From an optimization exercise on the open Yosys and OpenROAD flow, aimed at small area, a short achievable clock period and few clock cycles; shortcuts taken in it are not production practice. No run shown here included a check of the RTL's function; only the layout flow was run. Power and IR drop assume default switching activity.

## flow/standard.sh

```bash
#!/bin/bash
# synth_recipe.tcl (not shown) runs the flow's synth.tcl, then flattens the netlist and writes it again
# the make line also repeats each setting of config.mk as NAME=value (left out here)
make -C /OpenROAD-flow-scripts/flow DESIGN_CONFIG=/design/flow/config.mk WORK_HOME=/design/flow/orfs CLKGATE_MAP_FILE= SYNTH_SCRIPT=/design/flow/synth_recipe.tcl "${@:-finish}"
```

## flow/design.v

```verilog
module reg_file (
	input			clk,
	input			rst,
	input			we,
	input	[2:0]	wa,
	input	[15:0]	wd,
	input	[2:0]	ra1,
	output	[15:0]	rd1,
	input	[2:0]	ra2,
	output	[15:0]	rd2,
	input	[7:1]	s3,
	output	[15:0]	rd3
);
reg [15:0] R [1:7];
wire [15:0] wdz = rst ? 16'd0 : wd;
genvar i;
generate for (i = 1; i < 8; i = i + 1) begin : g
	always @(posedge clk)
		if (rst || (we && wa == i)) R[i] <= wdz;
end endgenerate
wire [7:0] s1 = 8'd1 << ra1;
wire [7:0] s2 = 8'd1 << ra2;
assign rd1 = ({16{s1[1]}} & R[1]) | ({16{s1[2]}} & R[2]) | ({16{s1[3]}} & R[3])
           | ({16{s1[4]}} & R[4]) | ({16{s1[5]}} & R[5]) | ({16{s1[6]}} & R[6])
           | ({16{s1[7]}} & R[7]);
assign rd2 = ({16{s2[1]}} & R[1]) | ({16{s2[2]}} & R[2]) | ({16{s2[3]}} & R[3])
           | ({16{s2[4]}} & R[4]) | ({16{s2[5]}} & R[5]) | ({16{s2[6]}} & R[6])
           | ({16{s2[7]}} & R[7]);
assign rd3 = ({16{s3[1]}} & R[1]) | ({16{s3[2]}} & R[2]) | ({16{s3[3]}} & R[3])
           | ({16{s3[4]}} & R[4]) | ({16{s3[5]}} & R[5]) | ({16{s3[6]}} & R[6])
           | ({16{s3[7]}} & R[7]);
endmodule
module alu (
	input	[15:0]	a,
	input	[15:0]	b,
	input			sub,
	input			s_add,		 
	input			s_and,
	input			s_or,
	input			s_xor,
	input			s_sll,
	input			s_sra,
	input			s_srl,
	output	[15:0]	r
);
wire [15:0] bx = b;
wire [15:0] g0 = a & bx;
wire [15:0] p0 = a ^ bx;
wire [15:0] g [0:4];
wire [15:0] p [0:4];
assign g[0] = {g0[15:1], g0[0] | (p0[0] & sub)};
assign p[0] = p0;
genvar l, i;
generate for (l = 0; l < 4; l = l + 1) begin : lv
	for (i = 0; i < 16; i = i + 1) begin : bt
		if (i >= (1 << l)) begin : c
			assign g[l+1][i] = g[l][i] | (p[l][i] & g[l][i - (1 << l)]);
			assign p[l+1][i] = p[l][i] & p[l][i - (1 << l)];
		end else begin : n
			assign g[l+1][i] = g[l][i];
			assign p[l+1][i] = p[l][i];
		end
	end
end endgenerate
wire [15:0] cin = {g[4][14:0], sub};
wire [15:0] sum = p0 ^ cin;
wire big = |b[15:4];
wire [15:0] ar;
generate for (i = 0; i < 16; i = i + 1) begin : rv
	assign ar[i] = a[15-i];
end endgenerate
wire fill = s_sra & a[15];
wire [15:0] sin = s_sll ? ar : a;
wire signed [16:0] sx = {fill, sin};
wire [16:0] sr = sx >>> b[3:0];
wire [15:0] sh = big ? {16{fill}} : sr[15:0];
wire [15:0] shl;
generate for (i = 0; i < 16; i = i + 1) begin : rv2
	assign shl[i] = sh[15-i];
end endgenerate
assign r = ({16{s_add}} & sum)
         | ({16{s_and}} & (a & b))
         | ({16{s_or}}  & (a | b))
         | ({16{s_xor}} & (a ^ b))
         | ({16{s_sll}} & shl)
         | ({16{s_sra | s_srl}} & sh);
endmodule
module MIPS (
	input				clk,
	input				rst,
	output	[7:0]		imem_addr,
	input		[15:0]	imem_rdata,
	output	[15:0]	dmem_addr,
	output	[15:0]	dmem_wdata,
	output				dmem_we,
	input		[15:0]	dmem_rdata
);
reg  [15:0]	ea;			 
reg  [15:0]	eb;			 
reg			f1, fb;		 
reg  [7:1]	s3;			 
reg			f3, f3l;	 
reg			e_sub, e_add, e_and, e_or, e_xor, e_sll, e_sra, e_srl;
reg			e_st, e_ld, e_wr, e_br;	 
reg  [2:0]	e_rd;
reg  [7:0]	e_tgt;		 
reg  [15:0]	res;
reg  [15:0]	sd;
reg			mwe, wbe, mld;
reg  [2:0]	mrd;
reg  [7:0]	pc;
wire [7:0]	pc1 = pc + 8'd1;
assign imem_addr = pc;
wire [15:0]	ins = imem_rdata;
wire [3:0]	op  = ins[15:12];
wire [2:0]	rd  = ins[11:9];
wire [2:0]	rs1 = ins[8:6];
wire [2:0]	rs2 = ins[5:3];
wire [7:0]	tgt = pc1 + {{2{ins[5]}}, ins[5:0]};
wire d_alu  = (op >= 4'd1) && (op <= 4'd8);
wire d_addi = op == 4'd9;
wire d_ld   = op == 4'd10;
wire d_st   = op == 4'd11;
wire d_br   = op == 4'd12;
wire d_sub  = op == 4'd2;
wire d_imm  = d_addi | d_ld | d_st;
wire d_use1 = d_alu | d_addi | d_ld | d_st | d_br;
wire rd_nz  = rd != 3'd0;
wire d_wr   = (d_alu | d_addi | d_ld) & rd_nz;
wire br0    = d_br & (rs1 == 3'd0);
wire [15:0]	r1, r2, r3;
wire [15:0]	wd = mld ? dmem_rdata : res;
reg_file rf (.clk(clk), .rst(rst), .we(wbe), .wa(mrd), .wd(wd),
	.ra1(rs1), .rd1(r1), .ra2(rs2), .rd2(r2), .s3(s3), .rd3(r3));
wire [15:0]	v1 = (wbe && mrd == rs1) ? wd : r1;
wire [15:0]	v2 = (wbe && mrd == rs2) ? wd : r2;
wire e_fw   = e_wr & !e_ld;
wire m1     = d_use1 && (rs1 == e_rd) && e_wr;
wire m2     = d_alu  && (rs2 == e_rd) && e_wr;
wire m3     = d_st   && (rd  == e_rd) && e_wr;
wire [15:0]	a = f1 ? res : ea;
wire [15:0]	b = fb ? (res ^ {16{e_sub}}) : eb;
wire [15:0]	r;
alu alu_u (.a(a), .b(b), .sub(e_sub), .s_add(e_add), .s_and(e_and), .s_or(e_or),
	.s_xor(e_xor), .s_sll(e_sll), .s_sra(e_sra), .s_srl(e_srl), .r(r));
wire stall = (m1 || m2) && e_ld;
wire taken = e_br && (a == 16'd0);
wire kill  = rst || taken || stall;	 
always @(posedge clk) begin
	if (rst)
		pc <= 8'd0;
	else if (taken)
		pc <= e_tgt;
	else if (!stall)
		pc <= br0 ? tgt : pc1;
end
always @(posedge clk) begin
	if (kill) begin
		e_sub <= 1'b0; e_add <= 1'b0; e_and <= 1'b0; e_or <= 1'b0; e_xor <= 1'b0;
		e_sll <= 1'b0; e_sra <= 1'b0; e_srl <= 1'b0;
		e_st <= 1'b0; e_ld <= 1'b0; e_wr <= 1'b0; e_br <= 1'b0;
	end else begin
		e_sub <= d_sub;
		e_add <= op == 4'd1 || d_sub || d_imm;
		e_and <= op == 4'd3;
		e_or  <= op == 4'd4;
		e_xor <= op == 4'd5;
		e_sll <= op == 4'd6;
		e_sra <= op == 4'd7;
		e_srl <= op == 4'd8;
		e_st  <= d_st;
		e_ld  <= d_ld && rd_nz;
		e_wr  <= d_wr;
		e_br  <= d_br && !br0;
	end
	f1  <= m1 && e_fw;
	fb  <= m2 && e_fw;
	f3  <= m3 && e_fw;
	f3l <= m3 && e_ld;
	s3  <= (d_st && !m3) ? (8'd1 << rd) >> 1 : 7'd0;
	ea  <= v1;
	eb  <= d_imm ? {{10{ins[5]}}, ins[5:0]} : (v2 ^ {16{d_sub}});
	e_rd  <= rd;
	e_tgt <= tgt;
end
always @(posedge clk) begin
	if (rst) begin
		mwe <= 1'b0;
		wbe <= 1'b0;
		mld <= 1'b0;
	end else begin
		mwe <= e_st;
		wbe <= e_wr;
		mld <= e_ld;
	end
	res <= r;
	sd  <= r3 | ({16{f3}} & res) | ({16{f3l}} & dmem_rdata);
	mrd <= e_rd;
end
assign dmem_addr  = res;
assign dmem_wdata = sd;
assign dmem_we    = mwe;
endmodule
```

## flow/config.mk

```make
export PLATFORM = sky130hd
export DESIGN_NAME = MIPS
export DESIGN_NICKNAME = MIPS
export VERILOG_FILES = /design/flow/design.v
export SDC_FILE = /design/flow/constraint.sdc
export NUM_CORES = 4
export LEC_CHECK = 0
export CAP_MARGIN = 20
export CORE_MARGIN = 2
export CORE_UTILIZATION = 40
export PLACE_DENSITY = 0.6
export SETUP_SLACK_MARGIN = 5
export SLEW_MARGIN = 20
```

## flow/flow/run.sh

```bash
#!/bin/bash
# The standard layout, with plain buffers (not delay cells) on the ports.
set -euo pipefail
bash standard.sh BUFFER_PORTS_ARGS="-buffer_cell sky130_fd_sc_hd__buf_2" finish > standard.log 2>&1
```

## flow/constraint.sdc

```tcl
create_clock -name core_clock -period 8.0 [get_ports {clk}]
set_input_delay 1.6000 -clock core_clock [delete_from_list [all_inputs] [get_ports {clk}]]
set_output_delay 1.6000 -clock core_clock [all_outputs]
set_load 0.01 [all_outputs]
```

==> impl_metrics.toml, run 1 <==
[timing]
worstMarginPinSlew_ns = 1.07
min_period_ns = 3.08
relSlewSlack = 0.285
hold_viol = 0
drv_slew = 0
whs_ns = 0.448
setup_viol = 0
tns_ns = 0
skew_ns = 0.0198
min_period_over_period = 0.385
fmax_ghz = 0.325
rsz0062_at_grt = "yes"

[pwr]
vdd.ir_drop.worst_v = 0.000160
power_density_nw_per_um2 = 209
power_leakage_nw = 6.67

[finish]
areaGrowthSynthToFinish_pct = 23.6
antenna_cells = 0
final_nets = 1576
fin_util = 0.500
layout-drive-gt1-share = 0.272

[worst_setup_path]
crit_arrival_ns = 3.51
cp.required_ns = 8.44
cp_max_fo = 3
critPathLaunchType = "input port"
crit_path_end_kind = "flip-flop"
worstSetupPathType = "in -> reg"

[synth]
syn_area_per_cell_um2 = 9.91
ys_async_sr_fraction = 0
synth_area_um2 = 13900
synth_ff_type = "edfxtp_1"
synth_edf_count = 112
yosys_warnings = 4
synth_cells = 1406
syn_nets = 1484
ys_ff_latch = 224
ys_seq_area_frac = 0.402
synth_cell_types = 82

[clock_network]
worstSkewPairLatency_ns = 0.54
clock-sinks = 224
root_buffer = "clkbuf_16"
ctsHtreeMaxLevel = 1
clk_pin_slew_ns = 0.06
ctsHoldBuffers = 0
cts_tree = "done"
cts_made_buffers = 25
max-clock-path-buffers = 3

[grt]
antenna_found_initial = 1
grt_pass1_vias = 12076
gr-usage-all-layers = 0.275
grt_max_degree = 48
grt_pass1_wl_mm = 75.6
overflow = 0

[run_status]
status = "no timing/DRC/antenna violations"

[floorplan]
coreArea_um2 = 34500
initial_core_util = 0.404
dieWidth_um = 191
core.rowCount = 68
dieArea_um2 = 36400
ios = 75
die_h_um = 191

[placed_design]
hpwlAfterDp_mm = 33.4
routabilityCongestion = 0.923
portBuffers = 74

[drt]
drc = 0
drt_iter0_markers = 1562
drt_wl_total_mm = 52.3
via_per_inst = 6.49
routed-via-count = 12787
firstDrtPassIters = 6
post_drt_wl_per_cell_um = 26.5
final_antenna_net_count = 0

[min_path]
hold_path.class = "reg -> reg"

[flow_run]
max_cap_viol_count = 0
## critical path: stages
cell       delay, ns
buf_2           0.14
ha_1            0.33
a21oi_4         0.20
o2111ai_4       0.15
nand3_1         0.11
or3b_4          0.41
xnor2_4         0.14
a21bo_2         0.22
a311oi_1        0.22
## state kept, by name, summed over array words and instances, names as in the netlist, 7 cells and up
| signal | flops |
|---|---|
| rf.R | 112 |
| ea | 16 |
| eb | 16 |
| res | 16 |
| sd | 16 |
| e_tgt | 8 |
| pc | 8 |
| s3 | 7 |
## area by class of cell
class	count	area, um^2
Clock inverter	19	196
Fill cell	3096	17200
Multi-Input combinational cell	1022	8410
Clock buffer	26	629
Timing Repair Buffer	168	1570
Inverter	57	216
Tap cell	455	569
Sequential cell	224	5640
## through the flow
stage	instance area, um^2	setup slack [ns]	power (mW)	std cells
final	17200	4.92	3.61	1971
after detailed placement	14800	3.51	2.26	1855
after global routing	17200	4.84	3.74	1971
after CTS	16600	4.93	3.50	1939
after global placement	14800	3.61	2.25	1853
after floorplan	14300	4.67	1.99	1406
## cells by family after synthesis
logic type                 share of synthesized area
xor gates and xnor gates                      0.0326
muxes                                          0.149
and+or+nand+nor                                0.125
DFF                                            0.402
adders and majority gates                     0.0411
buffers and inverters                         0.0479
AOI/OAI and AO/OA                              0.203
## final timing paths
kind / from / to / slack (ns) / depth (start not counted)
max: imem_rdata[1] / pc[7]$_SDFFE_PP0P_ / 4.92 / 9
min: e_rd[0]$_DFF_P_ / mrd[0]$_DFF_P_ / 0.45 / 0
min reg2reg: e_rd[0]$_DFF_P_ / mrd[0]$_DFF_P_ / 0.45 / 0
max reg2reg: e_sub$_SDFF_PP0_ / res[12]$_DFF_P_ / 4.93 / 14
## power by group
group          internal (mW)  switching, mW
registers               1.33          0.150
logic                  0.415          0.545
clock network          0.674          0.496
## metal layers
metal	vias up	share of wire	GRT usage
met2	786	0.47	0.457
li1	5568	-	-
met5	-	0.00025	0
met1	6272	0.40	0.356
met4	2	0.042	0.111
met3	159	0.087	0.0444
## layout by cell type (no fill, tap or decap), types with 35 or more instances in the layout
cell type	synthesis	final
buf_4	5	62
inv_1	47	46
a221oi_1	38	36
mux2i_1	83	76
a22oi_1	45	44
mux2_2	39	35
edfxtp_1	112	112
nand3_1	49	48
buf_2	8	70
a21oi_1	69	56
nand2_1	107	106
o21ai_0	65	58
nor2_1	100	97
dfxtp_1	112	95
## Yosys cell counts (9+ instances only)
master	instances	area share
mux2_2	39	0.032
nand3_1	49	0.018
nor3_1	20	0.0072
nand2_1	107	0.029
o2111ai_1	11	0.0069
inv_2	9	0.0024
a22oi_1	45	0.024
mux4_2	31	0.050
mux2i_1	83	0.060
inv_1	47	0.013
nor2_1	100	0.027
clkbuf_1	76	0.020
o21ai_0	65	0.023
nand2b_1	11	0.0049
xor2_1	11	0.0069
nor2b_1	20	0.0090
o211ai_1	31	0.017
o21a_1	11	0.0059
xnor2_1	39	0.025
a21oi_1	69	0.025
ha_1	41	0.037
a22o_1	23	0.014
a221oi_1	38	0.024
a31oi_1	11	0.0049
o21ai_1	11	0.0039
nor4_1	12	0.0054
buf_1	12	0.0032
a21o_1	9	0.0048
edfxtp_1	112	0.24
a222oi_1	16	0.011
dfxtp_1	112	0.16
## timing repair
action / 4_1_cts / 5_1_grt
resized for setup: 85 / 75
endpoints found under the setup margin: 95 / 48
gates cloned: 9 / 5
setup buffers: 30 / 27
pin swaps: 27 / 26
==> inputs of run 2 (changes only) <==
--- a/flow/config.mk
+++ b/flow/config.mk
@@ -7,2 +7,3 @@
 export LEC_CHECK = 0
+export ABC_AREA = 1
 export CAP_MARGIN = 20
==> impl_metrics.toml, run 2 <==
[placed_design]
dpl_cell_area_um2 = 14400
hpwlAfterDp_mm = 37.2
portBuffers = 74
dp_cells = 2295
routabilityCongestion = 0.971
pre_cts_ws_ns = 4.01

[synth]
yosys.area.top_type = "edfxtp_1"
ys_seq_area_frac = 0.409
synth_area_leaders = "edfxtp_1, dfxtp_1, nand2_1, inv_1, nand3_1"
ys_async_sr_fraction = 0
syn_area_per_cell_um2 = 7.47
synth_commonest_cells = "nand2_1, inv_1, nand3_1"
synth_cells = 1836
synth_ff_type = "edfxtp_1"
yosys_warnings = 4
ys_ff_latch = 224
synth_edf_count = 112
synth.most_common_cell = "nand2_1"
synth_area_um2 = 13700
synth_cell_types = 61
yosysTopAreaCellShare = 0.245
syn_nets = 1914

[worst_setup_path]
critPathMaxStageDelay_ns = 0.50
worstSetupPathType = "in -> reg"
worstPathCellList = "buf_2 -> inv_1 -> nand3_2 -> inv_1 -> nand2_1 -> nand3_1 -> nor4_1 -> a21oi_1"
crit_arrival_ns = 3.36
critPathLaunchType = "input port"
ff2ff_path_depth = 14
timing.rr.end = "res[7]$_DFF_P_"
cp.required_ns = 8.39
slowest_stage = "nor4_1"
crit_path_end_kind = "flip-flop"
rrSetupSlack_ns = 5.12
cp_max_fo = 11
cpMostUsedCell = "inv_1"
rr_startpoint = "fb$_DFF_P_"

[timing]
hold_viol = 0
drv_slew = 0
skew_ns = 0.0380
min_period_over_period = 0.371
min_period_ns = 2.97
fmax_ghz = 0.337
relSlewSlack = 0.288
tns_ns = 0
worstMarginPinSlew_ns = 1.07
fin_ws_ns = 5.03
rsz0062_at_grt = "yes"
setup_viol = 0

[pwr]
switching_share = 0.322
vdd.ir_drop.worst_v = 0.000142
power_density_nw_per_um2 = 214
p_clk_frac = 0.378
power_leakage_nw = 7.06
power_frac_seq = 0.409
p_switching_mw = 1.09
pwr-share-comb = 0.212
internal-power_mw = 2.30
fin_total_pwr_mw = 3.40

[finish]
top_register = "rf.R"
layout_commonest_cell = "nand2_1"
areaGrowthSynthToFinish_pct = 15.7
final_cells = 2373
stdcell_area_um2 = 15900
largest_reg_flops = 112
layout-drive-gt1-share = 0.140
final_nets = 1983
antenna_cells = 0
final_cell_mix = "nand2_1, inv_1, nor2_1, nand3_1, edfxtp_1"

[grt]
grtUsageMet3 = 0.0458
gr-usage-all-layers = 0.282
grt_pass1_wl_mm = 77.2
antenna_found_initial = 0
grt-busiest-layer = "met2"
use_met2 = 0.464
grtUsageMet1 = 0.362
overflow = 0
grt_max_degree = 38
grt_pass1_vias = 12793

[min_path]
hold_depth = 0
worstHoldEndpoint = "mrd[1]$_DFF_P_"
hp-start = "e_rd[1]$_DFF_P_"
hold_path.class = "reg -> reg"

[floorplan]
dieArea_um2 = 35800
initial_core_util = 0.408
coreArea_um2 = 33600
dieWidth_um = 189
core.rowCount = 67
die_h_um = 189
ios = 75

[drt]
final_antenna_net_count = 0
via_per_inst = 5.72
firstDrtPassIters = 6
drc = 0
routed-via-count = 13571
drt_iter0_markers = 1464
drt_wl_total_mm = 51.8
post_drt_wl_per_cell_um = 21.8

[flow_run]
max_cap_viol_count = 0

[clock_network]
max-clock-path-buffers = 3
root_buffer = "clkbuf_16"
cts_made_buffers = 26
ctsHtreeMaxLevel = 1
clk_pin_slew_ns = 0.06
cts_tree = "done"
worstSkewPairLatency_ns = 0.57
clock-sinks = 224

[run_status]
status = "no timing/DRC/antenna violations"
==> run 2: cell count changes after synthesis, sizes merged, moves of 17 or more <==
cell,delta
a21oi,+17
a22oi,-42
clkbuf,-33
inv,+173
mux2,-39
mux2i,-85
mux4,-31
nand2,+424
nand3,+99
nand4,+29
nor2,+40
nor2b,-20
o22ai,+28
xnor2,-25
==> run 2: area by class of cell <==
| cell class | instances | area [um^2] |
|---|---|---|
| well taps | 448 | 561 |
| multi-input cells | 1303 | 7040 |
| repair buffers | 119 | 767 |
| fillers | 3309 | 17700 |
| inverters | 231 | 907 |
| clock buffers | 37 | 838 |
| flip-flops and latches | 224 | 5630 |
| clock inverters | 11 | 125 |
==> run 2: metrics by stage <==
step                hold slack, ns  utilization
floorplan                    0.351            -
global placement             0.361        0.428
detailed placement           0.361        0.428
CTS                          0.370        0.462
global route                 0.378        0.472
finish                       0.369        0.472
==> run 2: per-layer routing <==
metal / up-vias / share of wire
met5: - / 0
met4: 0 / 0.042
met3: 148 / 0.084
met2: 663 / 0.47
met1: 6407 / 0.40
li1: 6353 / -
==> run 2: logic make-up (layout without fill, tap and decap cells) <==
| family | after synthesis | count (layout) | synth area share |
|---|---|---|---|
| compound gates | 328 | 328 | 0.156 |
| xor+xnor | 23 | 23 | 0.0147 |
| fa+ha+maj | 44 | 44 | 0.0418 |
| buf+inv | 309 | 398 | 0.0922 |
| flops | 224 | 224 | 0.409 |
| mux | 3 | 3 | 0.00219 |
| simple gates | 905 | 905 | 0.285 |
==> run 2: worst max-delay path by stage <==
stage	startpoint	endpoint	slack, ns
2_1_floorplan	imem_rdata[0]	pc[6]$_SDFFE_PP0P_	4.98
3_3_place_gp	imem_rdata[5]	eb[1]$_DFF_P_	4.03
3_5_place_dp	imem_rdata[5]	eb[1]$_DFF_P_	4.01
4_1_cts	imem_rdata[8]	ea[10]$_DFF_P_	4.99
5_1_grt	res[2]$_DFF_P_	res[5]$_DFF_P_	4.91
6_report	imem_rdata[6]	ea[5]$_DFF_P_	5.03
==> run 2: worst max-delay path: cells and delay by family <==
kind	cells	cell delay (ns)
AND/OR/NAND/NOR	4	0.97
buffers and inverters	3	0.68
AO/OA/AOI/OAI	1	0.11
==> run 2: power groups by stage <==
stage	clock network, mW	registers (mW)	logic (mW)
2_1_floorplan	0	1.38	0.465
3_5_place_dp	0	1.41	0.670
3_3_place_gp	0	1.41	0.671
4_1_cts	1.30	1.39	0.685
5_1_grt	1.35	1.40	0.796
6_report	1.29	1.39	0.721
==> run 2: what timing repair did <==
action | 4_1_cts | 5_1_grt
setup endpoints to repair | 61 | 58
hold endpoints to repair | 0 | 0
cloned | 0 | 1
pin swaps | 3 | 4
hold buffers | 0 | 0
buffers inserted | 11 | 18
resized for setup | 29 | 49

==> what the ideal ports hide <==
The results above use ideal ports. As a check the final layouts listed here were re-extracted and re-timed, cells and wires unchanged. Step 1 sets driving cells, clkbuf_16 on the clock port and buf_2 on the other inputs (assumed; they add their load-dependent delay and slew). Step 2, shift: input delay + t, output delay - t, t = (earliest + latest rising clock arrival at the registers) / 2. This alone moves slack from input paths to output paths. Three values: ideal, step 1, step 2; two values: the first two.
run | shift t [ns] | setup slack, ns | worst setup path after step 2 | slew at the worst register clock pin (ns) | pins driven straight from the clock port
run 1 | 0.579 | 4.924 / 4.897 / 4.361 | input to register | 0.07 / 0.07 | 1
run 2 | 0.603 | 5.034 / 4.992 / 4.463 | input to register | 0.07 / 0.07 | 1
After both steps setup and hold are still met in every run listed. For run 2, which loses most, drivers alone change the setup slack by -0.042 ns; drivers and shift together by -0.571 ns.
